This design comes from an exercise in tuning for small area on the open sky130 flow, not from production work.
Function was checked by simulation only, so behaviour that the tests miss may differ from the original.
No run shown here takes its clock network from TritonCTS; it comes from the design's own scripts or RTL.
No driver is modelled on the clock port, so clock power and skew are understated where the tree is cut down; a real chip needs a root buffer or a tree.
Power is estimated from default activity; no workload was simulated.

--- config.mk ---
export PLATFORM = sky130hd
export DESIGN_NAME = sonic
export DESIGN_NICKNAME = sonic
export VERILOG_FILES = /design/flow/design.v
export SDC_FILE = /design/flow/constraint.sdc
export NUM_CORES = 4
export LEC_CHECK = 0
export CAP_MARGIN = 20
export CORE_AREA = 2 2 70 70
export DIE_AREA = 0 0 72 72
export SLEW_MARGIN = 20
--- constraint.sdc ---
create_clock -name core_clock -period 25.0 [get_ports {clk}]
set_input_delay 5.0000 -clock core_clock [delete_from_list [all_inputs] [get_ports {clk}]]
set_output_delay 5.0000 -clock core_clock [all_outputs]
set_load 0.01 [all_outputs]
--- design.v ---
module sonic(
	input clk,
	input rst,
	output reg trigger,
	input echo,
	output reg [3:0]num0,
	output [3:0]num1,
	output near
);
localparam [22:0] LZ = 23'd7813801;
localparam [11:0] PZ = 12'd974;
reg [22:0] L;
wire endHigh = trigger & L[1] & L[5] & L[8] & L[9] & L[15] & ~L[20] & L[21];
wire endLow = (L[22:5] == LZ[22:5]) && (L[2:0] == LZ[2:0]);
wire lfb = L[22] ^ L[17];
always @(posedge clk) begin
	if (rst) begin
		L <= LZ;
		trigger <= 1'b0;
	end else begin
		L <= ~({L[21:0], lfb} ^ {4'b0, endHigh, 18'b0});
		if (endLow) trigger <= 1'b1;
		else if (endHigh) trigger <= 1'b0;
	end
end
reg [11:0] P;
reg [3:0] u, t;
reg flag;
reg [3:0] n1c;
wire pw = P[1] & ~P[2] & P[5] & ~P[6] & ~P[8] & P[9] & ~P[10] & ~P[11];
wire pfb = P[11] ^ P[10];
wire sat = t[3] & t[1];
wire inc = pw & ~sat;
wire ci = inc & u[0];
wire tc = ci & u[3];
wire tci = tc & t[0];
always @(posedge clk) begin
	if (rst | ~echo | pw) P <= PZ;
	else P <= ~{P[10:0], pfb};
	if (rst | ~echo) begin
		u <= 4'd0;
		t <= 4'd0;
	end else begin
		u <= u ^ {ci & (u[1] & u[2] | u[3]), ci & u[1], ci & ~u[3], inc};
		t <= t ^ {tci & t[1] & t[2], tci & t[1], tci, tc};
	end
	flag <= ~rst & echo;
	if (rst) begin
		num0 <= 4'd0;
		n1c <= 4'd10;
	end else if (flag & ~echo) begin
		num0 <= {u[3] | sat, u[2] | sat, u[1] & ~sat, u[0] & ~sat};
		n1c <= {t[3], t[2] | sat, t[1] & ~sat, t[0]};
	end
end
assign num1 = {n1c[3] & ~n1c[1], n1c[2], n1c[1] & ~n1c[3], n1c[0]};
assign near = ~n1c[3] & ~n1c[2];
endmodule
--- flow/run.sh ---
#!/bin/bash
# The standard layout (standard.sh) with these changes:
#  - synthesis maps logic with an area-oriented ABC script (flow/abc_area_map.script)
#    in place of ORFS's abc_speed.script; everything else in synthesis, including
#    synth_recipe.tcl and register mapping, is unchanged, except that half/full
#    adders are left to ABC rather than mapped to adder cells (ADDER_MAP_FILE empty);
#  - port buffers are the smallest buffer cell instead of the one buffer_ports picks;
#  - the clock tree is CLOCK_BUFFER_COUNT clock buffers fed by the clock port, each
#    driving one cluster of registers (flow/clock_buffer.tcl), in place of TritonCTS;
#    the rest of ORFS's CTS step (timing repair, placement legalisation) is unchanged.
# Each tool's output goes to the ORFS logs under orfs/logs and to standard_flow.log.
set -euo pipefail
here=$(pwd)
rm -rf "$here/scripts_mod"
cp -r "$FLOW_HOME/scripts" "$here/scripts_mod"
cp "$here/flow/abc_area_map.script" "$here/scripts_mod/abc_speed.script"
sed -i 's|^log_cmd clock_tree_synthesis {\*}\$cts_args$|source $::env(CLOCK_BUFFER_TCL)|' "$here/scripts_mod/cts.tcl"
grep -q CLOCK_BUFFER_TCL "$here/scripts_mod/cts.tcl"
export CLOCK_BUFFER_TCL="$here/flow/clock_buffer.tcl"
export CLOCK_BUFFER_CELL=sky130_fd_sc_hd__clkbuf_8
export CLOCK_BUFFER_COUNT=3
export BUFFER_PORTS_ARGS="-buffer_cell sky130_fd_sc_hd__buf_1"
bash standard.sh SCRIPTS_DIR="$here/scripts_mod" ADDER_MAP_FILE= finish > standard_flow.log 2>&1
--- flow/abc_area_map.script ---
strash
dch -f
map -a
strash
dch -f
map -a
topo
--- flow/clock_buffer.tcl ---
# Clock distribution used in place of TritonCTS for this small design: the
# clock port drives CLOCK_BUFFER_COUNT clock buffers, each placed at the centre
# of a cluster of register clock pins (k-means on the placed registers) and
# driving the clock pins of that cluster.
set cell $::env(CLOCK_BUFFER_CELL)
set k $::env(CLOCK_BUFFER_COUNT)
set block [ord::get_db_block]
set port_net [$block findNet clk]
set master [[ord::get_db] findMaster $cell]
set pins {}
foreach iterm [$port_net getITerms] {
  set loc [[$iterm getInst] getLocation]
  lappend pins [list $iterm [lindex $loc 0] [lindex $loc 1]]
}
set n [llength $pins]
# initial centres: pins spread along the sorted x order
set sorted [lsort -integer -index 1 $pins]
set cx {}
set cy {}
for {set c 0} {$c < $k} {incr c} {
  set p [lindex $sorted [expr {int(($c + 0.5) * $n / $k)}]]
  lappend cx [lindex $p 1]
  lappend cy [lindex $p 2]
}
for {set it 0} {$it < 50} {incr it} {
  set assign {}
  foreach p $pins {
    set best 0
    set bd -1
    for {set c 0} {$c < $k} {incr c} {
      set dx [expr {[lindex $p 1] - [lindex $cx $c]}]
      set dy [expr {[lindex $p 2] - [lindex $cy $c]}]
      set d [expr {abs($dx) + abs($dy)}]
      if {$bd < 0 || $d < $bd} { set bd $d; set best $c }
    }
    lappend assign $best
  }
  set ncx {}
  set ncy {}
  for {set c 0} {$c < $k} {incr c} {
    set sx 0; set sy 0; set m 0
    foreach p $pins a $assign {
      if {$a == $c} { incr sx [lindex $p 1]; incr sy [lindex $p 2]; incr m }
    }
    if {$m > 0} {
      lappend ncx [expr {$sx / $m}]; lappend ncy [expr {$sy / $m}]
    } else {
      lappend ncx [lindex $cx $c]; lappend ncy [lindex $cy $c]
    }
  }
  set cx $ncx
  set cy $ncy
}
$port_net setSigType CLOCK
for {set c 0} {$c < $k} {incr c} {
  set buf [odb::dbInst_create $block $master clkbuf_leaf_$c]
  set leaf [odb::dbNet_create $block clknet_leaf_$c]
  $leaf setSigType CLOCK
  set m 0
  foreach p $pins a $assign {
    if {$a == $c} {
      set iterm [lindex $p 0]
      $iterm disconnect
      $iterm connect $leaf
      incr m
    }
  }
  [$buf findITerm A] connect $port_net
  [$buf findITerm X] connect $leaf
  $buf setLocation [lindex $cx $c] [lindex $cy $c]
  $buf setPlacementStatus PLACED
  puts "clock_buffer.tcl: $cell clkbuf_leaf_$c drives $m clock pins"
}
--- standard.sh ---
#!/bin/bash
# synth_recipe.tcl (not shown) runs the flow's synth.tcl, then flattens the netlist and writes it again
# the make line also repeats each setting of config.mk as NAME=value (left out here)
make -C /OpenROAD-flow-scripts/flow DESIGN_CONFIG=/design/flow/config.mk WORK_HOME=/design/flow/orfs CLKGATE_MAP_FILE= SYNTH_SCRIPT=/design/flow/synth_recipe.tcl "${@:-finish}"
==> results.txt, run 1 <==
post-CTS sizing=0; cell count of the worst reg-to-reg path=7; Worst-Skew Late Latency=160 ps; first-pass detailed-route iteration total=4; peak supply drop=0.0467 mV; flop2flop setup slack=23240 ps; Data arrival, critical path=6730 ps; Max FO, Critical Path=16; DR iter-0 viols=40; crit path to=P[0]$_SDFF_PP0_; Clock transition at path regs=100 ps; drt drc=0; reg2reg start=P[2]$_SDFF_PP1_; Max Cap Viol=0; Int Pwr=100 uW; total number of vias=1134; P&R area growth vs syn=8.45%; Final Util=39.7%; area of the die=0.00518 mm^2; Cell variety after synth=11; Avg Cell Area, Syn=8.92 um^2; fin nets=199; Design Area, Final=0.00175 mm^2; Core Area=0.00441 mm^2; Worst setup SP type=input pin; Synth top cells by count=dfxtp_1 (53), nand2_1 (34), nor2_1 (32); prevailing post-synth register cell=dfxtp_1; Clock Skews=5.90 ps; Yosys top cell area share=65.7%; ANT nets after route=0; PD cells=71.5 mW/mm^2; P_leak=0.000661 uW; Top Ports=13; Seq pwr share=71.2%; vias in the first global route=1064; endpoint type of the worst setup path=flop; crit path kind=input pin to flop; share of layout cells above drive strength 1=1.55%; global-route wire length before repair=4540 um; Yosys top cell by area=dfxtp_1; area post-placement=0.00171 mm^2; wirelength, routed=2580 um; minimum clock period=6640 ps; fin crit share=26.5%; ys async rst share=0%; setup TNS=0 ps; sequential fraction of the synthesis area=65.7%; worst slew pin tran=700 ps; worst relative slew slack=53.4%; EDFF count, synth=0; Die Wd=72 um; unrepaired setup endpoints after global routing=false; drt via density=4.61; Slew Viols, Final=0; Initial Util=36.6%; Worst Path Required=25090 ps; count leader, synth=dfxtp_1; Hold Slack=380 ps; Clk pwr share=24.5%; die height=72 um; largest net degree at the start of global routing=20; total power=125 uW; GRT overflow=0; Sw Ratio=19.8%; synth top area cells=dfxtp_1 (66%), nand2_1 (7.9%), nor2_1 (7.4%); status=finished clean; Logic pwr share=4.3%; Syn Inst Count=181; Post-CTS Setup Inserts=0; worst hold path type=flop to flop; Final Wtd Congestion=0.862; PortBufs=12; final setup violation count=0; Rows=24; Post-Syn Area=0.00161 mm^2; # diodes=0; number of synthesis warnings=1; P_sw=24.7 uW; FF-to-FF End=t[2]$_SDFF_PN0_; wire length per cell=10.5 um; Synth Net Count=184; initial antenna violation count=0; register bit total from synthesis=53; Max Freq=151 MHz; CP Launch Point=rst; Hold Buf Count CTS=0; hpwl dp=1840 um; Fillers=444; Final Hold Vio Count=0; total track usage=10.3%
layout by cell type (no fill, tap or decap):
cell type,instances
nor3_1,6
nor4b_1,1
nand2_1,34
o21ai_0,15
nand4_1,4
a21oi_1,15
nor4_1,2
buf_1,12
nor2_1,32
clkinv_1,17
dfxtp_1,53
clkbuf_8,3
area by class of cell:
cell class	instances	area, um^2	share of cell area [%]
Inverter	17	63.8	3.65
Multi-Input combinational cell	109	474	27.1
Tap cell	52	65.1	3.72
Sequential cell	53	1060	60.6
Timing Repair Buffer	12	45.0	2.57
Buffer	3	41.3	2.36
worst max-delay path: stages:
cell and delay [ps]:
buf_1 290, nor2_1 400, clkinv_1 200, nor2_1 420, clkinv_1 240, a21oi_1 170
state kept, by name (all words and copies together), names as in the netlist:
name / count
L: 23
num0: 4
u: 4
t: 4
n1c: 4
flag: 1
trigger: 1
P: 12
cells by family after synthesis:
family	after synthesis	synth area share (%)
AND/OR/NAND/NOR	79	20.1
flip-flops	53	65.7
AO/OA/AOI/OAI	30	9.30
buffers and inverters	19	4.88
power groups by stage:
stage               sequential, uW  clock, uW  combinational, uW
CTS                           91.2       23.8               5.45
detailed placement            91.2          0               5.42
floorplan                     90.9          0               3.60
global placement              91.2          0               5.36
global route                  89.6       34.6               6.26
finish                        89.2       30.7               5.38
through the flow:
stage / instances / setup slack [ps]
after floorplan: 181 / 18850
final: 246 / 18360
after global placement: 243 / 18260
after CTS: 246 / 18170
after global routing: 246 / 18130
after detailed placement: 243 / 18170
routing by layer:
layer	share of wire, %	GRT usage, %	up-vias
met2	43	17.7	9
met5	0	0	-
met4	1.3	1.47	0
met1	53	14.2	508
met3	3.1	1.53	5
li1	-	-	612
worst min path at each step:
stage,cells after the start,startpoint,endpoint
3_3_place_gp,1,L[4]$_SDFF_PP0_,L[5]$_SDFF_PP1_
3_5_place_dp,1,P[7]$_SDFF_PP1_,P[8]$_SDFF_PP1_
5_1_grt,1,P[7]$_SDFF_PP1_,P[8]$_SDFF_PP1_
6_report,1,P[7]$_SDFF_PP1_,P[8]$_SDFF_PP1_
2_1_floorplan,1,L[4]$_SDFF_PP0_,L[5]$_SDFF_PP1_
4_1_cts,1,P[7]$_SDFF_PP1_,P[8]$_SDFF_PP1_
==> run 2, diff against run 1 <==
--- a/flow/run.sh
+++ b/flow/run.sh
@@ -17,7 +17,7 @@
 sed -i 's|^log_cmd clock_tree_synthesis {\*}\$cts_args$|source $::env(CLOCK_BUFFER_TCL)|' "$here/scripts_mod/cts.tcl"
 grep -q CLOCK_BUFFER_TCL "$here/scripts_mod/cts.tcl"
 export CLOCK_BUFFER_TCL="$here/flow/clock_buffer.tcl"
-export CLOCK_BUFFER_CELL=sky130_fd_sc_hd__clkbuf_8
-export CLOCK_BUFFER_COUNT=3
+export CLOCK_BUFFER_CELL=sky130_fd_sc_hd__clkbuf_4
+export CLOCK_BUFFER_COUNT=4
 export BUFFER_PORTS_ARGS="-buffer_cell sky130_fd_sc_hd__buf_1"
 bash standard.sh SCRIPTS_DIR="$here/scripts_mod" ADDER_MAP_FILE= finish > standard_flow.log 2>&1
--- a/flow/clock_buffer.tcl
+++ b/flow/clock_buffer.tcl
@@ -1,7 +1,8 @@
 # Clock distribution used in place of TritonCTS for this small design: the
 # clock port drives CLOCK_BUFFER_COUNT clock buffers, each placed at the centre
-# of a cluster of register clock pins (k-means on the placed registers) and
-# driving the clock pins of that cluster.
+# of a cluster of register clock pins and driving the clock pins of that
+# cluster.  Clusters come from k-means on the placed registers, with at most
+# ceil(pins / CLOCK_BUFFER_COUNT) pins in each.
 set cell $::env(CLOCK_BUFFER_CELL)
 set k $::env(CLOCK_BUFFER_COUNT)
 set block [ord::get_db_block]
@@ -23,17 +24,37 @@
   lappend cy [lindex $p 2]
 }
 for {set it 0} {$it < 50} {incr it} {
-  set assign {}
+  # each pin goes to the nearest centre that still has room; pins whose
+  # nearest and second-nearest centres differ most choose first
+  set cap [expr {($n + $k - 1) / $k}]
+  set order {}
+  set idx 0
   foreach p $pins {
-    set best 0
-    set bd -1
+    set ds {}
     for {set c 0} {$c < $k} {incr c} {
       set dx [expr {[lindex $p 1] - [lindex $cx $c]}]
       set dy [expr {[lindex $p 2] - [lindex $cy $c]}]
-      set d [expr {abs($dx) + abs($dy)}]
-      if {$bd < 0 || $d < $bd} { set bd $d; set best $c }
+      lappend ds [list $c [expr {abs($dx) + abs($dy)}]]
     }
-    lappend assign $best
+    set ds [lsort -integer -index 1 $ds]
+    set regret [expr {[lindex $ds 1 1] - [lindex $ds 0 1]}]
+    lappend order [list $idx $regret $ds]
+    incr idx
+  }
+  set order [lsort -integer -decreasing -index 1 $order]
+  set fill {}
+  for {set c 0} {$c < $k} {incr c} { lappend fill 0 }
+  set assign {}
+  foreach p $pins { lappend assign 0 }
+  foreach o $order {
+    foreach cd [lindex $o 2] {
+      set c [lindex $cd 0]
+      if {[lindex $fill $c] < $cap} {
+        lset fill $c [expr {[lindex $fill $c] + 1}]
+        lset assign [lindex $o 0] $c
+        break
+      }
+    }
   }
   set ncx {}
   set ncy {}
--- a/config.mk
+++ b/config.mk
@@ -8,4 +8,5 @@
 export CAP_MARGIN = 20
 export CORE_AREA = 2 2 70 70
 export DIE_AREA = 0 0 72 72
+export PLACE_DENSITY = 0.9
 export SLEW_MARGIN = 20
==> run 2 against run 1 <==
Net effect:
- critical path depth is the same
- worst setup slack gained 86 ps
- clock power down 13%
- design area decreased by 0.64%
- largest power group unchanged
- synthesized area did not move
- die area is the same
- synthesized cell count unchanged
- cell count up 0.41%
- critical path type unchanged
- first-iteration DRC count down 38%
- global-route usage is 0.58 points higher
==> results.txt, run 2 <==
reg2reg start=P[2]$_SDFF_PP1_; hpwl dp=2070 um (+12%); endpoint type of the worst setup path=flop; crit path to=P[0]$_SDFF_PP0_; worst slew pin tran=677 ps (-22.2 ps); Post-CTS Setup Inserts=0 (unchanged); Max FO, Critical Path=16 (unchanged); Yosys top cell area share=65.7% (unchanged); minimum clock period=6550 ps (-85.6 ps); Avg Cell Area, Syn=8.92 um^2 (unchanged); largest registers=L: 23 flops, P: 12 flops; Yosys top cell by area=dfxtp_1; Final Hold Vio Count=0 (unchanged); first-pass detailed-route iteration total=6 (+2); FF-to-FF End=t[2]$_SDFF_PN0_; Max Freq=153 MHz (+1.3%); Largest register FFs=23 (unchanged); Synth Net Count=184 (unchanged); worst relative slew slack=54.8% (+1.5 points); drt drc=0 (unchanged); synth top area cells=dfxtp_1 (66%), nand2_1 (7.9%), nor2_1 (7.4%); WL met1=1280 um (-5.2%); fin nets=200 (+0.50%); vias in the first global route=1152 (+8.3%); wirelength, routed=2730 um (+6.1%); prevailing post-synth register cell=dfxtp_1; Synth Area in XOR/XNOR=0% (unchanged); Post-Synth Adder-Cell Area=0% (unchanged); crit path kind=input pin to flop; Rows=24 (unchanged); most flop-heavy register=L; share of layout cells above drive strength 1=2.05% (+0.50 points); die height=72 um (unchanged); register bit total from synthesis=53 (unchanged); status=finished clean; Initial Util=36.6% (unchanged); fin crit share=26.2% (-0.34 points); Slew Viols, Final=0 (unchanged); final setup violation count=0 (unchanged); Die Wd=72 um (unchanged); Core Area=0.00441 mm^2 (unchanged); largest net degree at the start of global routing=19 (-5.0%); total number of vias=1157 (+2.0%); Top Ports=13 (unchanged); # diodes=0 (unchanged); DR iter-0 viols=25 (-38%); cell count of the worst reg-to-reg path=7 (unchanged); EDFF count, synth=0 (unchanged); flop2flop setup slack=23220 ps (-20 ps); metal2 WL=1270 um (+14%); area post-placement=0.00171 mm^2 (unchanged); most common cell after layout, fill and taps aside=dfxtp_1; setup TNS=0 ps (unchanged); P&R area growth vs syn=7.75%; peak supply drop=0.0248 mV (-47%); Final Wtd Congestion=0.835 (-3.1%); mux share of post-synthesis cell area=0% (unchanged); Data arrival, critical path=6670 ps (-60 ps); unrepaired setup endpoints after global routing=false; Synth top cells by count=dfxtp_1 (53), nand2_1 (34), nor2_1 (32); total track usage=10.9% (+0.58 points); ANT nets after route=0 (unchanged); largest family of logic cells by synthesized area=simple AND/OR/NAND/NOR gates; Post-Synth Simple-Gate Area=20.1% (unchanged); PD cells=69.9 mW/mm^2 (-2.3%); post-CTS sizing=0 (unchanged); Hold Buf Count CTS=0 (unchanged); Worst setup SP type=input pin; Design Area, Final=0.00174 mm^2 (-0.64%); count leader, synth=dfxtp_1; sequential fraction of the synthesis area=65.7% (unchanged); CP Launch Point=rst; ys async rst share=0% (unchanged); global-route wire length before repair=4780 um (+5.3%); P_leak=0.000658 uW (-0.48%); Synth Area in Compound Gates=9.30% (unchanged); GRT overflow=0 (unchanged); Post-Syn Area=0.00161 mm^2 (unchanged); PortBufs=12 (unchanged); worst hold path type=flop to flop; Cell variety after synth=11 (unchanged); Max Cap Viol=0 (unchanged); area of the die=0.00518 mm^2 (unchanged); Clock transition at path regs=120 ps (+20 ps); commonest cells after routing, fill and taps aside=dfxtp_1 (53), nand2_1 (34), nor2_1 (32); initial antenna violation count=0 (unchanged); uppermost layer routed=met4; met3 WL=134 um (+68%); Worst-Skew Late Latency=180 ps (+20 ps); Syn Inst Count=181 (unchanged); number of synthesis warnings=1 (unchanged); Worst Path Required=25120 ps (+30 ps); Clock Skews=9.18 ps (+3.28 ps); drt via density=4.68 (+1.6%); wire length per cell=11.1 um (+5.6%)
run 2: cell count changes in the layout (fill, tap and decap cells not counted), sizes merged:
cell	previous run	this run
clkbuf	3	4
run 2: cell families after synthesis:
kind of cell    after synthesis
simple gates                 79
buf+inv                      19
compound gates               30
flops                        53
run 2: critical path: stages:
cell and delay, ps:
buf_1 280, nor2_1 400, clkinv_1 200, nor2_1 390, clkinv_1 230, a21oi_1 150
run 2: worst min path at each step:
stage                               start         endpoint  slack (ps)  cells after the start
after floorplan           L[4]$_SDFF_PP0_  L[5]$_SDFF_PP1_         350                      1
after global routing      L[4]$_SDFF_PP0_  L[5]$_SDFF_PP1_         400                      1
final                     L[4]$_SDFF_PP0_  L[5]$_SDFF_PP1_         390                      1
after global placement    L[4]$_SDFF_PP0_  L[5]$_SDFF_PP1_         350                      1
after detailed placement  L[4]$_SDFF_PP0_  L[5]$_SDFF_PP1_         360                      1
after CTS                 L[4]$_SDFF_PP0_  L[5]$_SDFF_PP1_         360                      1
run 2: layout make-up:
class                   count  area, um^2
fillers                   462        2680
well taps                  52        65.1
flip-flops and latches     53        1060
plain buffers               4        30.0
repair buffers             12        45.0
multi-input cells         109         474
inverters                  17        63.8
run 2: metal layers:
| metal | up-vias | GRT usage [%] |
|---|---|---|
| li1 | 611 | - |
| met1 | 519 | 13.7 |
| met2 | 22 | 19.9 |
| met4 | 0 | 2.10 |
| met5 | - | 0 |
| met3 | 5 | 1.67 |
run 2: stage by stage:
stage	utilization (%)	hold WS [ps]	instances	worst slack, ps	power [uW]
after floorplan	-	352	181	18850	94.5
after global placement	38.7	353	243	18330	96.3
after detailed placement	38.7	362	243	18230	96.8
after CTS	39.4	362	247	18240	117
after global routing	39.4	399	247	18160	127
final	39.4	387	247	18450	122
run 2: report_power, final:
part,total [uW],leakage [uW],switching (uW),internal (uW)
Combinational,5.44,0.000204,3.64,1.80
Clock,26.7,0.0000184,19.0,7.72
Sequential,89.3,0.000435,1.75,87.6

[static timing again, ports no longer ideal]
Ports are ideal in the flow. The routed layouts listed here were re-timed in OpenROAD. Step 1 assumes that a clkbuf_16 drives the clock port and a buf_2 every other input. Step 2 times the ports against the registers' clock, not the clock port: input delays grow and output delays shrink by t, the midpoint of the rising clock arrivals with the driver on. Three values: ideal, step 1, step 2; two values: the first two.
| run | shift t [ns] | slack for setup (ns) | worst setup path at the end | worst data-port slew with drivers (ns) | pins driven straight from the clock port |
|---|---|---|---|---|---|
| run 1 | 0.199 | 18.364 / 18.385 / 18.186 | input to register | 0.03 | 3 |
| run 2 | 0.216 | 18.450 / 18.472 / 18.255 | input to register | 0.03 | 4 |
After both steps every run listed still meets setup and hold. The setup slack of run 2, which loses most, moves by +0.022 ns with the drivers and by -0.195 ns with both steps.
